What follows belongs to an exercise in optimizing a design on an open flow for small area and a short achievable clock period; a production flow would make more cautious choices. Function was not checked in any run shown here: the RTL went through the layout flow alone. Power figures rest on the tool's default switching activity, not on a simulated workload.

File: flow/flow/run.sh
#!/bin/bash
# The standard layout (the standard.sh, unchanged synthesis), with the
# smallest buffer, sky130_fd_sc_hd__buf_1, on the input and output ports.
# Each tool's output goes to standard.log in this folder.
export BUFFER_PORTS_ARGS="-buffer_cell sky130_fd_sc_hd__buf_1"
bash standard.sh > standard.log 2>&1
File: flow/standard.sh
#!/bin/bash
# synth_recipe.tcl (not shown) runs the flow's synth.tcl, then flattens the netlist and writes it again
# the make line also repeats each setting of config.mk as NAME=value (left out here)
make -C /OpenROAD-flow-scripts/flow DESIGN_CONFIG=/design/flow/config.mk WORK_HOME=/design/flow/orfs CLKGATE_MAP_FILE= SYNTH_SCRIPT=/design/flow/synth_recipe.tcl "${@:-finish}"
File: flow/config.mk
export PLATFORM = sky130hd
export DESIGN_NAME = Main
export DESIGN_NICKNAME = Main
export VERILOG_FILES = /design/flow/design.v
export SDC_FILE = /design/flow/constraint.sdc
export NUM_CORES = 8
export LEC_CHECK = 0
export CAP_MARGIN = 40
export CORE_MARGIN = 2
export CORE_UTILIZATION = 40
export CTS_CLUSTER_DIAMETER = 80
export CTS_CLUSTER_SIZE = 24
export SETUP_SLACK_MARGIN = 5.0
export SLEW_MARGIN = 40
File: flow/constraint.sdc
create_clock -name core_clock -period 9.0 [get_ports {clk}]
set_input_delay 1.8000 -clock core_clock [delete_from_list [all_inputs] [get_ports {clk}]]
set_output_delay 1.8000 -clock core_clock [all_outputs]
set_load 0.01 [all_outputs]
File: flow/design.v
module Main(input clk, input reset,
    output [31:0] io_pc,
    input  [31:0] io_inst,
    output [1023:0] io_debug_regs,
    output [31:0] io_debug_if_inst,
    output [31:0] io_debug_id_inst,
    output [31:0] io_debug_exe_inst,
    output [31:0] io_debug_mem_inst,
    output [31:0] io_debug_wb_inst
);
  reg  [31:0] pc_r, inst_r;
  reg         brt_r;
  reg  [31:0] ifo_r;              
  reg  [31:0] a_r, b_r;           
  reg  [4:0]  d_dst;
  reg         d_rf_wen, d_lw, d_sw, d_beq, d_bne, d_jmp, d_jr, d_link;
  reg         d_op2, d_immhi;
  reg         d_sub, d_and, d_or, d_xor, d_nor, d_slt, d_sltu, d_lui;
  reg         d_sh, d_shv, d_shl, d_sha;
  reg         fe_a, fe_b;
  reg         ye, yr, yi;             
  reg         stall_p;
  reg         r_op2, r_sub, r_add, r_and, r_or, r_xor, r_nor, r_slt, r_sltu;
  reg         r_lui, r_sh, r_link, r_sw;
  reg  [31:0] e_inst, e_res;
  reg  [4:0]  e_dst, e_addr;
  reg         e_rf_wen, e_mem_ren, e_mem_wen;
  reg  [31:0] m_inst, m_out;
  reg  [4:0]  m_dst, m_addr;
  reg         m_rf_wen, m_mem_ren, m_mem_wen;
  reg  [31:0] w_inst, w_out;
  reg  [4:0]  w_dst;
  reg         w_rf_wen, w_mem_ren;
  reg  [31:0] x_inst;
  reg  [1023:32] rfv;
  reg  [1023:0]  dmv;
  wire [1023:0]  rf_all = {rfv, 32'h0};
  function [31:0] rd32(input [1023:0] v, input [4:0] a);
    integer k;
    begin
      rd32 = 32'h0;
      for (k = 0; k < 32; k = k + 1)
        rd32 = rd32 | (v[k*32 +: 32] & {32{a == k}});
    end
  endfunction
  wire stall = stall_p & ~brt_r;
  wire kill  = stall_p | brt_r;         
  wire go    = ~kill;
  wire [31:0] if_inst = brt_r ? 32'h0 : inst_r;
  wire [31:0] opa = fe_a ? e_res : a_r;
  wire [31:0] opb = fe_b ? e_res : b_r;
  wire wz = w_dst == 5'd0;
  wire c_op2 = r_op2;
  wire c_sub = r_sub;
  wire ok    = ~brt_r & ~reset;
  wire [31:0] x = opa;
  wire [31:0] y = ({32{ye}} & e_res) | ({32{yr}} & b_r) |
                  ({32{yi}} & {{16{d_immhi}}, inst_r[15:0]});
  wire [4:0]  sa = inst_r[10:6];
  wire [31:0] ya = y ^ {32{c_sub}};
  wire [31:0] pp = x ^ ya;
  wire [31:0] gk [0:5];
  wire [31:0] pk [0:5];
  assign gk[0] = (x & ya) | {31'h0, pp[0] & c_sub};
  assign pk[0] = pp;
  genvar kl, kb;
  for (kl = 0; kl < 5; kl = kl + 1) begin : g_ks
    for (kb = 0; kb < 32; kb = kb + 1) begin : g_b
      if (kb >= (1 << kl)) begin : g_c
        assign gk[kl+1][kb] = gk[kl][kb] | (pk[kl][kb] & gk[kl][kb - (1 << kl)]);
        assign pk[kl+1][kb] = pk[kl][kb] & pk[kl][kb - (1 << kl)];
      end else begin : g_p
        assign gk[kl+1][kb] = gk[kl][kb];
        assign pk[kl+1][kb] = pk[kl][kb];
      end
    end
  end
  wire [32:0] cy   = {gk[5], c_sub};       
  wire [31:0] sum  = pp ^ cy[31:0];
  wire        lt_u = ~cy[32];
  wire        lt_s = (x[31] ^ y[31]) ? x[31] : sum[31];
  wire        sh_var   = d_shv;
  wire        sh_left  = d_shl;
  wire        sh_fill  = d_sha & y[31];
  wire [4:0]  sh_n     = sh_var ? x[4:0] : sa;
  wire [31:0] y_rev, sr_rev, sr;
  genvar ri;
  for (ri = 0; ri < 32; ri = ri + 1) begin : g_rev
    assign y_rev[ri]  = y[31-ri];
    assign sr_rev[ri] = sr[31-ri];
  end
  wire [31:0] sh_in  = sh_left ? y_rev : y;
  wire [63:0] sh_ext = {{32{sh_fill}}, sh_in} >> sh_n;
  assign sr = sh_ext[31:0];
  wire        sh_big = sh_var & (|x[31:5]);
  wire [31:0] shv = sh_big ? {32{sh_fill}} : (sh_left ? sr_rev : sr);
  wire nr = ~reset;
  wire [31:0] e_res_d =
      ({32{ok & r_add}}  & sum) |
      ({32{ok & r_and}}  & (x & y)) |
      ({32{ok & r_or}}   & (x | y)) |
      ({32{ok & r_xor}}  & (x ^ y)) |
      ({32{ok & r_nor}}  & ~(x | y)) |
      ({32{ok & r_slt}}  & {31'h0, lt_s}) |
      ({32{ok & r_sltu}} & {31'h0, lt_u}) |
      ({32{ok & r_sh}}   & shv) |
      ({32{ok & r_lui}}  & {y[15:0], 16'h0}) |
      ({32{ok & r_link}} & pc_r) |
      ({32{ok & r_sw}}   & opb) |
      ({32{nr & brt_r & wz}} & {w_out[30:0], 1'b0});
  wire [4:0] e_addr_d = sum[6:2];
  wire equ = opa == opb;
  wire brt = go & (d_jmp | d_jr | (d_beq & equ) | (d_bne & ~equ));
  wire [31:0] pc_plus4 = pc_r + 32'd4;
  wire [31:0] bpc = pc_r + {{14{inst_r[15]}}, inst_r[15:0], 2'b00};
  wire [31:0] jpc = {pc_r[31:28], inst_r[25:0], 2'b00};
  wire [31:0] tgt = (d_beq | d_bne) ? bpc : d_jmp ? jpc : opa;
  wire [31:0] next_pc = brt ? tgt : pc_plus4;
  wire [4:0] dst_now = go ? d_dst : 5'd0;
  wire [31:0] n = io_inst;
  wire [4:0]  n_rs = n[25:21], n_rt = n[20:16], n_rd = n[15:11];
  wire [5:0]  n_op = n[31:26], n_fn = n[5:0];
  wire n_r = n_op == 6'h00;
  wire n_nz = n != 32'h0;
  wire n_add  = n_r & n_fn == 6'h20, n_subi = n_r & n_fn == 6'h22;
  wire n_addu = n_r & n_fn == 6'h21, n_subu = n_r & n_fn == 6'h23;
  wire n_and  = n_r & n_fn == 6'h24, n_or   = n_r & n_fn == 6'h25;
  wire n_nor  = n_r & n_fn == 6'h27, n_xor  = n_r & n_fn == 6'h26;
  wire n_slt  = n_r & n_fn == 6'h2a, n_sltu = n_r & n_fn == 6'h2b;
  wire n_sll  = n_r & n_fn == 6'h00 & n_nz;
  wire n_srl  = n_r & n_fn == 6'h02, n_sra  = n_r & n_fn == 6'h03;
  wire n_sllv = n_r & n_fn == 6'h04, n_srlv = n_r & n_fn == 6'h06;
  wire n_srav = n_r & n_fn == 6'h07;
  wire n_jr   = n_r & n_fn == 6'h08, n_jalr = n_r & n_fn == 6'h09;
  wire n_addi = n_op == 6'h08, n_andi = n_op == 6'h0c, n_ori  = n_op == 6'h0d;
  wire n_xori = n_op == 6'h0e, n_slti = n_op == 6'h0a, n_sltiu = n_op == 6'h0b;
  wire n_addiu = n_op == 6'h09, n_lw = n_op == 6'h23, n_sw = n_op == 6'h2b;
  wire n_beq  = n_op == 6'h04, n_bne = n_op == 6'h05, n_lui = n_op == 6'h0f;
  wire n_j    = n_op == 6'h02, n_jal = n_op == 6'h03;
  wire n_ralu = n_add | n_subi | n_addu | n_subu | n_and | n_or | n_nor | n_xor |
                n_slt | n_sltu | n_sll | n_srl | n_sra | n_sllv | n_srlv | n_srav;
  wire n_ialu = n_addi | n_andi | n_ori | n_xori | n_slti | n_sltiu | n_addiu;
  wire n_sext = n_addi | n_slti | n_sltiu | n_lw | n_sw | n_beq | n_bne;
  wire [4:0] n_dst = (n_jalr | n_jal) ? 5'd31 :
                     (n_ialu | n_lw | n_beq | n_bne | n_lui) ? n_rt :
                     n_ralu ? n_rd : 5'd0;
  wire [4:0]  rs_h = inst_r[25:21], rt_h = inst_r[20:16];
  wire [4:0]  rs_x = stall ? rs_h : n_rs;
  wire [4:0]  rt_x = stall ? rt_h : n_rt;
  wire        snp_a = w_rf_wen & (w_dst == rs_x) & (rs_x != 5'd0);
  wire        snp_b = w_rf_wen & (w_dst == rt_x) & (rt_x != 5'd0);
  wire [31:0] pre_a = snp_a ? w_out : rd32(rf_all, rs_x);
  wire [31:0] pre_b = snp_b ? w_out : rd32(rf_all, rt_x);
  wire fe_a_n = (rs_x != 5'd0) & (rs_x == dst_now);
  wire fm_a_n = (rs_x != 5'd0) & (rs_x == e_dst);
  wire fw_a_n = (rs_x == m_dst);
  wire fe_b_n = (rt_x != 5'd0) & (rt_x == dst_now);
  wire fm_b_n = (rt_x != 5'd0) & (rt_x == e_dst);
  wire fw_b_n = (rt_x == m_dst);
  wire [31:0] a_n = fm_a_n ? e_out : fw_a_n ? m_out : pre_a;
  wire [31:0] b_n = fm_b_n ? e_out : fw_b_n ? m_out : pre_b;
  wire stall_n = go & d_lw & (d_dst != 5'd0) & (n_op != 6'h2b) &
                 ((n_rs == d_dst) | (n_rt == d_dst));
  wire x_op2  = n_ialu | n_lw | n_sw | n_beq | n_bne | n_lui;
  wire x_sub  = n_subi | n_subu | n_slt | n_slti | n_sltu | n_sltiu;
  wire x_and  = n_and | n_andi | n_bne;
  wire x_or   = n_or | n_ori, x_xor = n_xor | n_xori, x_nor = n_nor;
  wire x_slt  = n_slt | n_slti, x_sltu = n_sltu | n_sltiu, x_lui = n_lui;
  wire x_sh   = n_sll | n_srl | n_sra | n_sllv | n_srlv | n_srav;
  wire x_link = n_jal | n_jalr, x_sw = n_sw;
  wire q_op2  = stall ? d_op2 : x_op2;
  wire q_sub  = stall ? (d_sub | d_slt | d_sltu) : x_sub;
  wire q_and  = stall ? d_and : x_and;
  wire q_or   = stall ? d_or : x_or;
  wire q_xor  = stall ? d_xor : x_xor;
  wire q_nor  = stall ? d_nor : x_nor;
  wire q_slt  = stall ? d_slt : x_slt;
  wire q_sltu = stall ? d_sltu : x_sltu;
  wire q_lui  = stall ? d_lui : x_lui;
  wire q_sh   = stall ? d_sh : x_sh;
  wire q_link = stall ? d_link : x_link;
  wire q_sw   = stall ? d_sw : x_sw;
  wire q_add  = ~(q_and | q_or | q_xor | q_nor | q_slt | q_sltu | q_lui | q_sh |
                  q_link | q_sw);
  wire ns = ~stall_n;
  wire yi_n = ns & q_op2;
  wire [31:0] st_data = (w_mem_ren && m_inst[20:16] == w_dst) ? w_out : m_out;
  wire [31:0] dm_rd = (m_mem_wen && m_addr == e_addr) ? st_data : rd32(dmv, e_addr);
  wire [31:0] e_out = e_mem_ren ? dm_rd : e_res;
  always @(posedge clk) begin
    e_res <= e_res_d;
    if (reset) begin
      pc_r <= 32'h0; inst_r <= 32'h0; brt_r <= 1'b0; ifo_r <= 32'h0;
      d_dst <= 5'd0; d_rf_wen <= 1'b0; d_lw <= 1'b0; d_sw <= 1'b0;
      d_beq <= 1'b0; d_bne <= 1'b0; d_jmp <= 1'b0; d_jr <= 1'b0; d_link <= 1'b0;
      d_op2 <= 1'b0; d_immhi <= 1'b0;
      d_sub <= 1'b0; d_and <= 1'b0; d_or <= 1'b0; d_xor <= 1'b0; d_nor <= 1'b0;
      d_slt <= 1'b0; d_sltu <= 1'b0; d_lui <= 1'b0;
      d_sh <= 1'b0; d_shv <= 1'b0; d_shl <= 1'b0; d_sha <= 1'b0;
      fe_a <= 1'b0; fe_b <= 1'b0;
      ye <= 1'b0; yr <= 1'b1; yi <= 1'b0;
      stall_p <= 1'b0;
      r_op2 <= 1'b0; r_sub <= 1'b0; r_add <= 1'b1; r_and <= 1'b0; r_or <= 1'b0;
      r_xor <= 1'b0; r_nor <= 1'b0; r_slt <= 1'b0; r_sltu <= 1'b0; r_lui <= 1'b0;
      r_sh <= 1'b0; r_link <= 1'b0; r_sw <= 1'b0;
      e_inst <= 32'h0; e_addr <= 5'd0; e_dst <= 5'd0;
      e_rf_wen <= 1'b0; e_mem_ren <= 1'b0; e_mem_wen <= 1'b0;
      m_inst <= 32'h0; m_out <= 32'h0; m_dst <= 5'd0; m_addr <= 5'd0;
      m_rf_wen <= 1'b0; m_mem_ren <= 1'b0; m_mem_wen <= 1'b0;
      w_inst <= 32'h0; w_out <= 32'h0; w_dst <= 5'd0;
      w_rf_wen <= 1'b0; w_mem_ren <= 1'b0;
      x_inst <= 32'h0;
    end else begin
      if (!stall) begin
        pc_r <= next_pc;
        inst_r <= n;
        d_dst <= n_dst;
        d_rf_wen <= n_ralu | n_jalr | n_ialu | n_lw | n_lui | n_jal;
        d_lw <= n_lw; d_sw <= n_sw;
        d_beq <= n_beq; d_bne <= n_bne; d_jmp <= n_j | n_jal; d_jr <= n_jr | n_jalr;
        d_link <= n_jal | n_jalr;
        d_op2 <= n_ialu | n_lw | n_sw | n_beq | n_bne | n_lui;
        d_immhi <= n_sext & n[15];
        d_sub <= n_subi | n_subu;
        d_and <= n_and | n_andi | n_bne;
        d_or <= n_or | n_ori; d_xor <= n_xor | n_xori; d_nor <= n_nor;
        d_slt <= n_slt | n_slti; d_sltu <= n_sltu | n_sltiu; d_lui <= n_lui;
        d_sh <= n_sll | n_srl | n_sra | n_sllv | n_srlv | n_srav;
        d_shv <= n_sllv | n_srlv | n_srav;
        d_shl <= n_sll | n_sllv;
        d_sha <= n_sra | n_srav;
      end
      brt_r <= brt;
      ifo_r <= brt ? 32'h0 : stall ? inst_r : n;
      fe_a <= fe_a_n; fe_b <= fe_b_n;
      ye <= fe_b_n & ~yi_n; yr <= ~fe_b_n & ~yi_n; yi <= yi_n;
      stall_p <= stall_n;
      r_op2 <= ns & q_op2; r_sub <= ns & q_sub; r_add <= ~ns | q_add;
      r_and <= ns & q_and; r_or <= ns & q_or; r_xor <= ns & q_xor; r_nor <= ns & q_nor;
      r_slt <= ns & q_slt; r_sltu <= ns & q_sltu; r_lui <= ns & q_lui; r_sh <= ns & q_sh;
      r_link <= ns & q_link; r_sw <= ns & q_sw;
      e_inst <= go ? inst_r : 32'h0; e_addr <= e_addr_d; e_dst <= dst_now;
      e_rf_wen <= go & d_rf_wen; e_mem_ren <= go & d_lw; e_mem_wen <= go & d_sw;
      m_inst <= e_inst; m_out <= e_out; m_dst <= e_dst; m_addr <= e_addr;
      m_rf_wen <= e_rf_wen; m_mem_ren <= e_mem_ren; m_mem_wen <= e_mem_wen;
      w_inst <= m_inst; w_out <= m_out; w_dst <= m_dst;
      w_rf_wen <= m_rf_wen; w_mem_ren <= m_mem_ren;
      x_inst <= w_inst;
    end
  end
  always @(posedge clk) begin
    a_r <= reset ? 32'h0 : a_n;
    b_r <= reset ? 32'h0 : b_n;
  end
  wire [31:0] rf_wd = w_out & {32{nr}};
  wire [31:0] dm_wd = st_data & {32{nr}};
  genvar gi;
  generate
    for (gi = 1; gi < 32; gi = gi + 1) begin : g_rf
      wire we = reset | (w_rf_wen & (w_dst == gi));
      always @(posedge clk) if (we) rfv[gi*32 +: 32] <= rf_wd;
    end
    for (gi = 0; gi < 32; gi = gi + 1) begin : g_dm
      wire we = reset | (m_mem_wen & (m_addr == gi));
      wire [31:0] wd = (gi == 5) ? (reset ? 32'h4  : st_data) :
                       (gi == 6) ? (reset ? 32'h10 : st_data) : dm_wd;
      always @(posedge clk) if (we) dmv[gi*32 +: 32] <= wd;
    end
  endgenerate
  assign io_pc = pc_r;
  assign io_debug_regs     = rf_all;
  assign io_debug_if_inst  = ifo_r;
  assign io_debug_id_inst  = e_inst;
  assign io_debug_exe_inst = m_inst;
  assign io_debug_mem_inst = w_inst;
  assign io_debug_wb_inst  = x_inst;
endmodule
==> results.yml, run 1 <==
status:
  outcome: "no timing/DRC/antenna violations"
floorplanning:
  core-area_um2: 270800
  die_x_um: 525.6
  ios: 1250
  start_util_pct: 40.19
  die-height_um: 525.6
  die_area_um2: 276200
  rows: 191
pwr:
  sw_frac_of_total_pct: 31.41
  p_seq_share_pct: 55.7
  cellInternalPower_mw: 17.33
  p_leak_nw: 44.50
  finalPower_mw: 25.26
  p_switching_mw: 7.935
  p_clk_share_pct: 30.4
  p_per_area_nw_per_um2: 197.8
  peakVddDrop_v: 0.0002154
  combPwrFrac_pct: 13.8
critical_path:
  r2r-end: "b_r[11]"
  crit_path_max_fanout: 48
  rrSetupSlack_ns: 4.57
  cp.arrival_ns: 5.29
  r2r_cells: 11
  cp.required_ns: 9.77
  cp-end-kind: "flop"
  crit-reg2reg-launch: "stall_p"
  start_kind: "input port"
  worst-setup-path-type: "in -> reg"
place:
  port_buffers: 1217
  place.gp.congestion: 1.106
  pre_cts_slack_ns: 2.788
  hpwl_um: 520000
hold_path:
  min_path_cells: 1
  min_to: "w_mem_ren"
  hold_class: "reg -> reg"
  worstHoldStart: "m_mem_ren"
clocking:
  cts_num_sinks: 2479
  cts_tree: "yes"
  postCtsHoldBufs: 0
  cts_buffers: 156
  clk_path_buf_depth: 4
  clk_pin_slew_ns: 0.09
  cts-htree-levels: 4
  clk_latency_ns: 0.93
  clk_root_buffer_cell: "clkbuf_16"
synthesis:
  ys_ff_latch: 2479
  yosysSeqAreaShare_pct: 64.15
  synth_edf_count: 2016
  syn_inst: 8515
  ys_warn_count: 1
  synth_top_area_share_pct: 55.64
  synth_most_common_cell: "edfxtp_1"
  synth_cell_types: 85
  yosysTopAreaCell: "edfxtp_1"
  ys.flop_type: "edfxtp_1"
  synth_area_um2: 108800
  avgSynthCellArea_um2: 12.78
  synth_area_leaders: "edfxtp_1, dfxtp_1, a22oi_1"
  synth_common_cells: "edfxtp_1, a22oi_1, clkbuf_1"
  synthArstFlopShare_pct: 0
grt:
  antenna_found_initial: 75
  grt_pass1_vias: 90080
  globalRouteTotalUtil_pct: 52.89
  grt_max_degree: 170
  grt_pass1_wl_um: 959700
  overflow: 0
sta:
  post-route-period-util_pct: 50.18
  period_minus_slack_ns: 4.516
  fin_skew_ns: 0.1008
  fin_setup_tns_ns: 0
  setup_slack_ns: 4.484
  final-hold-violation-count: 0
  rsz0062_at_grt: "yes"
  relSlewSlack_pct: 28.77
  tightest_slew_ns: 1.073
  clock.fmax_mhz: 221.4
  maxSlewViolCount: 0
  setup_viol: 0
job:
  drv_cap: 0
routing:
  drt-wirelength-per-cell_um: 56.60
  vias: 102000
  viasPerCell: 7.606
  ant_nets: 0
  drc: 0
  drt_wl_total_um: 759400
  dr.pass1.iters: 11
  drt_iter0_drc: 21410
layout:
  area_growth_pct: 17.34
  fillers: 24110
  drive_above_1_share_pct: 12.51
  nets: 9884
metal layers:
metal	track usage, %	up-vias	share of wire [%]
li1	-	36460	-
met1	64.32	51430	34
met2	73.57	11310	40
met3	19.75	2805	15
met4	45.55	32	11
met5	0.4329	-	0.038
cells by family after synthesis:
kind of cell / after synthesis / share of synthesized area (%)
AOI/OAI and AO/OA: 2435 / 17.15
xor gates and xnor gates: 158 / 1.272
adders and majority gates: 127 / 1.474
buffers and inverters: 866 / 3.192
DFF: 2479 / 64.15
muxes: 212 / 2.384
other: 1 / 0.003446
and+or+nand+nor: 2237 / 10.37
layout make-up:
class / instances / area, um2 / share of cell area [%]
sequential: 2479 / 69850 / 54.71
multi-input combinational: 5211 / 38040 / 29.80
timing repair buffer: 1716 / 9738 / 7.627
tap: 3570 / 4467 / 3.499
clock buffer: 173 / 4010 / 3.141
clock inverter: 54 / 788.3 / 0.6174
inverter: 159 / 643.1 / 0.5037
antenna: 54 / 135.1 / 0.1058
power groups by stage:
| stage | logic (mW) | clock network (mW) | registers, mW |
|---|---|---|---|
| after detailed placement | 3.14 | 0 | 14.2 |
| after CTS | 3.24 | 7.62 | 14.0 |
| after global placement | 3.10 | 0 | 14.2 |
| final | 3.50 | 7.69 | 14.1 |
| after floorplan | 1.39 | 0 | 13.7 |
| after global routing | 3.48 | 8.01 | 14.0 |
worst max-delay path: stages:
cell	delay, ns
buf_6	0.23
mux2i_4	0.12
buf_12	0.24
and3_4	0.27
buf_8	0.21
a22oi_1	0.20
nand4_1	0.79
a21oi_4	0.79
nand4_1	0.19
o211ai_1	0.14
a31oi_1	0.10
cells in the final DEF, fill, tap and decap left out, types with 54 or more instances in the layout:
cell type	netlist	routed
edfxtp_1	2016	2016
buf_1	82	1199
nand3_1	154	150
xnor2_1	117	117
a222oi_1	62	62
nor3_1	150	125
nor2b_1	184	149
inv_1	156	139
buf_6	3	61
clkbuf_16	0	161
a22oi_1	849	846
mux2i_1	150	122
ha_1	125	123
and2_1	76	71
nand4_1	391	391
dfxtp_1	463	434
a221oi_1	327	319
a31oi_1	71	65
a22o_1	289	289
nand2_1	505	467
a21oi_1	180	177
o21ai_0	159	126
a211oi_1	62	62
nor2_1	496	454
o211ai_1	71	71
buf_4	36	343
diode_2	0	54
how the worst max path moves through the flow:
| stage | slack [ns] | from | cells past startpoint | endpoint |
|---|---|---|---|---|
| finish | 4.48 | io_inst[20] | 11 | b_r[11] |
| global route | 4.80 | io_inst[16] | 12 | b_r[11] |
| CTS | 4.88 | ye | 15 | e_res[30] |
| detailed placement | 2.79 | io_inst[17] | 12 | b_r[11] |
| global placement | 2.81 | io_inst[17] | 12 | b_r[11] |
| floorplan | 4.91 | reset | 4 | rfv[640] |
metrics by stage:
step                      cells  hold WS [ns]  util, %  instance area (um2)
after floorplan            8546        0.4138        -               109100
after global placement    12950        0.4188    43.80               118600
after detailed placement  12970        0.4382    44.07               119300
after CTS                 13290        0.4526    46.67               126400
after global routing      13370        0.4780    47.11               127600
final                     13420        0.4600    47.15               127700
what timing repair did:
action                                 4_1_cts  5_1_grt
endpoints found under the hold margin        0        0
buffers inserted                            82       59
cloned                                      13        5
setup endpoints to repair                  275       83
resized for setup                          303      129
pin swaps                                   40       31
state kept, by name, summed over array words and instances (netlist names), 32 cells and up:
name    count
e_inst     32
x_inst     32
w_inst     32
e_res      32
m_out      32
a_r        32
b_r        32
dmv      1024
pc_r       32
m_inst     32
ifo_r      32
inst_r     32
w_out      32
rfv       992
==> run 2, diff against run 1 <==
--- a/flow/design.v
+++ b/flow/design.v
@@ -20,7 +20,7 @@
   reg         fe_a, fe_b;
   reg         ye, yr, yi;             
   reg         stall_p;
-  reg         r_op2, r_sub, r_add, r_and, r_or, r_xor, r_nor, r_slt, r_sltu;
+  reg         r_sub, r_add, r_and, r_or, r_xor, r_nor, r_slt, r_sltu;
   reg         r_lui, r_sh, r_link, r_sw;
   reg  [31:0] e_inst, e_res;
   reg  [4:0]  e_dst, e_addr;
@@ -50,7 +50,6 @@
   wire [31:0] opa = fe_a ? e_res : a_r;
   wire [31:0] opb = fe_b ? e_res : b_r;
   wire wz = w_dst == 5'd0;
-  wire c_op2 = r_op2;
   wire c_sub = r_sub;
   wire ok    = ~brt_r & ~reset;
   wire [31:0] x = opa;
@@ -190,22 +189,10 @@
   always @(posedge clk) begin
     e_res <= e_res_d;
     if (reset) begin
-      pc_r <= 32'h0; inst_r <= 32'h0; brt_r <= 1'b0; ifo_r <= 32'h0;
-      d_dst <= 5'd0; d_rf_wen <= 1'b0; d_lw <= 1'b0; d_sw <= 1'b0;
-      d_beq <= 1'b0; d_bne <= 1'b0; d_jmp <= 1'b0; d_jr <= 1'b0; d_link <= 1'b0;
-      d_op2 <= 1'b0; d_immhi <= 1'b0;
-      d_sub <= 1'b0; d_and <= 1'b0; d_or <= 1'b0; d_xor <= 1'b0; d_nor <= 1'b0;
-      d_slt <= 1'b0; d_sltu <= 1'b0; d_lui <= 1'b0;
-      d_sh <= 1'b0; d_shv <= 1'b0; d_shl <= 1'b0; d_sha <= 1'b0;
-      fe_a <= 1'b0; fe_b <= 1'b0;
-      ye <= 1'b0; yr <= 1'b1; yi <= 1'b0;
-      stall_p <= 1'b0;
-      r_op2 <= 1'b0; r_sub <= 1'b0; r_add <= 1'b1; r_and <= 1'b0; r_or <= 1'b0;
-      r_xor <= 1'b0; r_nor <= 1'b0; r_slt <= 1'b0; r_sltu <= 1'b0; r_lui <= 1'b0;
-      r_sh <= 1'b0; r_link <= 1'b0; r_sw <= 1'b0;
-      e_inst <= 32'h0; e_addr <= 5'd0; e_dst <= 5'd0;
+      pc_r <= 32'h0; inst_r <= 32'h0; brt_r <= 1'b1; ifo_r <= 32'h0;
+      e_inst <= 32'h0; e_dst <= 5'd0;
       e_rf_wen <= 1'b0; e_mem_ren <= 1'b0; e_mem_wen <= 1'b0;
-      m_inst <= 32'h0; m_out <= 32'h0; m_dst <= 5'd0; m_addr <= 5'd0;
+      m_inst <= 32'h0; m_out <= 32'h0; m_dst <= 5'd0;
       m_rf_wen <= 1'b0; m_mem_ren <= 1'b0; m_mem_wen <= 1'b0;
       w_inst <= 32'h0; w_out <= 32'h0; w_dst <= 5'd0;
       w_rf_wen <= 1'b0; w_mem_ren <= 1'b0;
@@ -214,34 +201,12 @@
       if (!stall) begin
         pc_r <= next_pc;
         inst_r <= n;
-        d_dst <= n_dst;
-        d_rf_wen <= n_ralu | n_jalr | n_ialu | n_lw | n_lui | n_jal;
-        d_lw <= n_lw; d_sw <= n_sw;
-        d_beq <= n_beq; d_bne <= n_bne; d_jmp <= n_j | n_jal; d_jr <= n_jr | n_jalr;
-        d_link <= n_jal | n_jalr;
-        d_op2 <= n_ialu | n_lw | n_sw | n_beq | n_bne | n_lui;
-        d_immhi <= n_sext & n[15];
-        d_sub <= n_subi | n_subu;
-        d_and <= n_and | n_andi | n_bne;
-        d_or <= n_or | n_ori; d_xor <= n_xor | n_xori; d_nor <= n_nor;
-        d_slt <= n_slt | n_slti; d_sltu <= n_sltu | n_sltiu; d_lui <= n_lui;
-        d_sh <= n_sll | n_srl | n_sra | n_sllv | n_srlv | n_srav;
-        d_shv <= n_sllv | n_srlv | n_srav;
-        d_shl <= n_sll | n_sllv;
-        d_sha <= n_sra | n_srav;
       end
       brt_r <= brt;
       ifo_r <= brt ? 32'h0 : stall ? inst_r : n;
-      fe_a <= fe_a_n; fe_b <= fe_b_n;
-      ye <= fe_b_n & ~yi_n; yr <= ~fe_b_n & ~yi_n; yi <= yi_n;
-      stall_p <= stall_n;
-      r_op2 <= ns & q_op2; r_sub <= ns & q_sub; r_add <= ~ns | q_add;
-      r_and <= ns & q_and; r_or <= ns & q_or; r_xor <= ns & q_xor; r_nor <= ns & q_nor;
-      r_slt <= ns & q_slt; r_sltu <= ns & q_sltu; r_lui <= ns & q_lui; r_sh <= ns & q_sh;
-      r_link <= ns & q_link; r_sw <= ns & q_sw;
-      e_inst <= go ? inst_r : 32'h0; e_addr <= e_addr_d; e_dst <= dst_now;
+      e_inst <= go ? inst_r : 32'h0; e_dst <= dst_now;
       e_rf_wen <= go & d_rf_wen; e_mem_ren <= go & d_lw; e_mem_wen <= go & d_sw;
-      m_inst <= e_inst; m_out <= e_out; m_dst <= e_dst; m_addr <= e_addr;
+      m_inst <= e_inst; m_out <= e_out; m_dst <= e_dst;
       m_rf_wen <= e_rf_wen; m_mem_ren <= e_mem_ren; m_mem_wen <= e_mem_wen;
       w_inst <= m_inst; w_out <= m_out; w_dst <= m_dst;
       w_rf_wen <= m_rf_wen; w_mem_ren <= m_mem_ren;
@@ -249,8 +214,33 @@
     end
   end
   always @(posedge clk) begin
-    a_r <= reset ? 32'h0 : a_n;
-    b_r <= reset ? 32'h0 : b_n;
+    if (!stall) begin
+      d_dst <= n_dst;
+      d_rf_wen <= n_ralu | n_jalr | n_ialu | n_lw | n_lui | n_jal;
+      d_lw <= n_lw; d_sw <= n_sw;
+      d_beq <= n_beq; d_bne <= n_bne; d_jmp <= n_j | n_jal; d_jr <= n_jr | n_jalr;
+      d_link <= n_jal | n_jalr;
+      d_op2 <= n_ialu | n_lw | n_sw | n_beq | n_bne | n_lui;
+      d_immhi <= n_sext & n[15];
+      d_sub <= n_subi | n_subu;
+      d_and <= n_and | n_andi | n_bne;
+      d_or <= n_or | n_ori; d_xor <= n_xor | n_xori; d_nor <= n_nor;
+      d_slt <= n_slt | n_slti; d_sltu <= n_sltu | n_sltiu; d_lui <= n_lui;
+      d_sh <= n_sll | n_srl | n_sra | n_sllv | n_srlv | n_srav;
+      d_shv <= n_sllv | n_srlv | n_srav;
+      d_shl <= n_sll | n_sllv;
+      d_sha <= n_sra | n_srav;
+    end
+    fe_a <= fe_a_n; fe_b <= fe_b_n;
+    ye <= fe_b_n & ~yi_n; yr <= ~fe_b_n & ~yi_n; yi <= yi_n;
+    stall_p <= stall_n;
+    r_sub <= ns & q_sub; r_add <= ~ns | q_add;
+    r_and <= ns & q_and; r_or <= ns & q_or; r_xor <= ns & q_xor; r_nor <= ns & q_nor;
+    r_slt <= ns & q_slt; r_sltu <= ns & q_sltu; r_lui <= ns & q_lui; r_sh <= ns & q_sh;
+    r_link <= ns & q_link; r_sw <= ns & q_sw;
+    e_addr <= e_addr_d; m_addr <= e_addr;
+    a_r <= a_n;
+    b_r <= b_n;
   end
   wire [31:0] rf_wd = w_out & {32{nr}};
   wire [31:0] dm_wd = st_data & {32{nr}};
==> flow/flow/run.sh (replaced) <==
#!/bin/bash
export BUFFER_PORTS_ARGS="-buffer_cell sky130_fd_sc_hd__buf_1"
bash standard.sh SETUP_SLACK_MARGIN=5.3 finish > standard.log 2>&1
--- a/flow/config.mk
+++ b/flow/config.mk
@@ -5,10 +5,11 @@
 export SDC_FILE = /design/flow/constraint.sdc
 export NUM_CORES = 8
 export LEC_CHECK = 0
-export CAP_MARGIN = 40
+export CAP_MARGIN = 20
 export CORE_MARGIN = 2
 export CORE_UTILIZATION = 40
 export CTS_CLUSTER_DIAMETER = 80
 export CTS_CLUSTER_SIZE = 24
 export SETUP_SLACK_MARGIN = 5.0
-export SLEW_MARGIN = 40
+export SLEW_MARGIN = 20
+export TNS_END_PERCENT = 10
==> run 2 against run 1 <==
Against the previous run:
- via count down 2.1%
- register-to-register slack better by 0.39 ns
- critical path type is now reg -> reg
- cell count down 0.51%
- area after synthesis down 0.76%
- sequential share of layout area down 1.2 points
- still clean on timing, DRC and antenna
- largest power group unchanged
- global-route usage up 0.18 points
- largest cell class unchanged
- non-clock buffer count up 220
- combinational power up 82%
==> results.yml, run 2 <==
sta:
  rsz0062_at_grt: "yes"
  relSlewSlack_pct: 12.64
  tightest_slew_ns: 1.310
  maxSlewViolCount: 0
  fin_setup_tns_ns: 0
  clock.fmax_mhz: 247.8
  setup_viol: 0
  post-route-period-util_pct: 44.84
  period_minus_slack_ns: 4.036
  final-hold-violation-count: 0
  fin_skew_ns: 0.08477
  setup_slack_ns: 4.964
grt:
  globalRouteTotalUtil_pct: 53.07
  grt_pass1_vias: 87060
  grt_pass1_wl_um: 942900
  antenna_found_initial: 59
  overflow: 0
  grt_max_degree: 86
synthesis:
  synth_common_cells: "edfxtp_1, a22oi_1, dfxtp_1"
  yosysSeqAreaShare_pct: 64.80
  synth_area_um2: 108000
  syn_inst: 8139
  ys.flop_type: "edfxtp_1"
  synth_cell_types: 97
  synth_top_area_share_pct: 56.51
  synth_area_leaders: "edfxtp_1, dfxtp_1, a22oi_1"
  synth_most_common_cell: "edfxtp_1"
  ys_ff_latch: 2479
  ys_warn_count: 1
  synth_edf_count: 2032
  yosysTopAreaCell: "edfxtp_1"
  synthArstFlopShare_pct: 0
  avgSynthCellArea_um2: 13.27
clocking:
  postCtsHoldBufs: 0
  clk_pin_slew_ns: 0.10
  clk_path_buf_depth: 3
  clk_root_buffer_cell: "clkbuf_16"
  cts_num_sinks: 2479
  cts_tree: "yes"
  clk_latency_ns: 0.92
  cts_buffers: 147
  cts-htree-levels: 4
floorplanning:
  die-height_um: 523.6
  die_area_um2: 274100
  core-area_um2: 268200
  start_util_pct: 40.27
  rows: 190
  ios: 1250
  die_x_um: 523.6
layout:
  largest_reg_flops: 1024
  layout_common_cells: "edfxtp_1, buf_1, a22oi_1"
  layout_commonest_cell: "edfxtp_1"
  drive_above_1_share_pct: 16.11
  design_area_um2: 130900
  nets: 9821
  reg_top3: "dmv (1024), rfv (992)"
  area_growth_pct: 21.21
  largest_register: "dmv"
  instances_no_fill: 13350
place:
  hpwl_um: 522000
  place_inst: 12700
  port_buffers: 1217
  place.gp.congestion: 1.136
  pre_cts_slack_ns: 2.309
  placedInstanceArea_um2: 118700
routing:
  vias: 99860
  drt-wirelength-per-cell_um: 57.02
  ant_nets: 0
  drc: 0
  drt_iter0_drc: 19950
  viasPerCell: 7.481
  drt_wl_total_um: 761100
  dr.pass1.iters: 17
pwr:
  cellInternalPower_mw: 18.57
  p_per_area_nw_per_um2: 222.8
  p_switching_mw: 10.59
  peakVddDrop_v: 0.0002335
  p_clk_share_pct: 26.0
  combPwrFrac_pct: 21.8
  sw_frac_of_total_pct: 36.31
  p_leak_nw: 46.37
  p_seq_share_pct: 52.2
  finalPower_mw: 29.16
critical_path:
  cp.arrival_ns: 4.87
  path_buf_inv: 4
  path_cells: "nor4bb_1 > a31oi_4 > buf_6 > buf_4 > nor3_4 > buf_12 > buf_6 > a22o_1 > a221oi_1 > and4_1 > a31oi_2 > mux2i_1 > mux2i_1"
  crit_path_top_delay_cell: "dfxtp_1"
  worst-setup-path-type: "reg -> reg"
  start_kind: "flop"
  slowest_delay_ns: 0.76
  startpoint: "inst_r[19]"
  cp.required_ns: 9.83
  cp_top_family: "simple AND/OR/NAND/NOR gates"
  crit-reg2reg-launch: "inst_r[19]"
  cp-end-kind: "flop"
  crit_path_max_fanout: 16
hold_path:
  hold_class: "reg -> reg"
  worstHoldStart: "m_mem_ren"
job:
  drv_cap: 0
status:
  outcome: "no timing/DRC/antenna violations"
[run 2: cell count changes in the layout (fill, tap and decap cells not counted), sizes merged, moves of 74 or more]
cell | before | now
a21oi | 181 | 274
a221oi | 327 | 444
a22o | 289 | 363
a22oi | 849 | 709
buf | 1692 | 1899
mux2i | 150 | 302
nand2 | 505 | 419
nand4 | 391 | 168
[run 2: per-layer routing]
metal | routed length [um] | GRT usage [%] | up-vias
met2 | 305100 | 73.20 | 10300
li1 | - | - | 35590
met1 | 261100 | 65.25 | 51290
met3 | 110100 | 20.24 | 2643
met5 | 503 | 0.1559 | -
met4 | 84320 | 44.89 | 32
[run 2: cells by family (layout without fill, tap and decap cells)]
logic type | count (synthesis) | count (layout) | synth area share, %
AOI/OAI and AO/OA | 2421 | 2422 | 17.07
xor gates and xnor gates | 166 | 166 | 1.346
adders and majority gates | 127 | 127 | 1.485
buffers and inverters | 771 | 2346 | 3.071
DFF | 2479 | 2479 | 64.80
muxes | 360 | 361 | 3.799
other | 1 | 79 | 0.003473
and+or+nand+nor | 1814 | 1816 | 8.432
[run 2: stage by stage]
step | hold WS, ns | util [%]
after floorplan | 0.3290 | -
final | 0.4343 | 48.81
after global placement | 0.4264 | 44.23
after CTS | 0.4223 | 47.71
after global routing | 0.4600 | 48.77
after detailed placement | 0.4324 | 44.25
[run 2: path summary, 6_finish.rpt]
path	end	slack [ns]	cells after the start
hold / removal	w_mem_ren	0.43	1
setup / recovery	b_r[3]	4.96	13
setup reg to reg	b_r[3]	4.96	13
hold reg to reg	w_mem_ren	0.43	1
[run 2: cell type report]
class / count / area [um2]
sequential: 2479 / 70010
timing repair buffer: 1936 / 12720
clock buffer: 177 / 3811
timing repair inverter: 1 / 16.27
multi-input combinational: 4924 / 38060
fill: 23660 / 137300
tap: 3552 / 4444
inverter: 171 / 701.9
clock inverter: 61 / 998.5
antenna: 47 / 117.6
[run 2: what timing repair did]
item	4_1_cts	5_1_grt
setup endpoints to repair	2077	239
pin swaps	91	91
hold endpoints to repair	0	0
buffers inserted	162	164
gates resized for setup	543	228
cloned	17	15
[run 2: worst register-to-register path: stages (launching register included)]
cell      delay [ns]
dfxtp_1         0.76
nor4bb_1        0.69
a31oi_4         0.06
buf_6           0.18
buf_4           0.14
nor3_4          0.25
buf_12          0.17
buf_6           0.40
a22o_1          0.25
a221oi_1        0.05
and4_1          0.23
a31oi_2         0.43
mux2i_1         0.17
mux2i_1         0.17
[run 2: power groups by stage]
stage          combinational, mW  clock, mW  sequential (mW)
2_1_floorplan               2.62          0             14.3
3_3_place_gp                5.51          0             15.3
3_5_place_dp                5.55          0             15.3
4_1_cts                     5.90       7.52             15.0
5_1_grt                     6.39       7.91             15.1
6_report                    6.36       7.57             15.2

## what the ideal ports hide
In the flow no input, the clock included, has a driving cell. The finished layouts below were timed again as built, in two steps. Step 1 (the two cells are an assumption about what drives the block):
set clk [get_ports {clk}]
set_driving_cell -lib_cell sky130_fd_sc_hd__clkbuf_16 $clk
set_driving_cell -lib_cell sky130_fd_sc_hd__buf_2 [delete_from_list [all_inputs] $clk]
Step 2 also shifts input and output timing later by t, the mid clock arrival at the registers, as if the neighbouring blocks saw the same clock. Three values: ideal, step 1, step 2; two values: the first two.
run	shift t [ns]	setup slack, ns	cell pins on the clock port's net
run 1	1.010	4.484 / 4.560 / 3.550	1
run 2	1.000	4.964 / 4.892 / 4.127	1
After both steps every run listed still meets setup and hold. The setup slack of run 1, which loses most, moves by +0.076 ns with the drivers and by -0.934 ns with both steps.
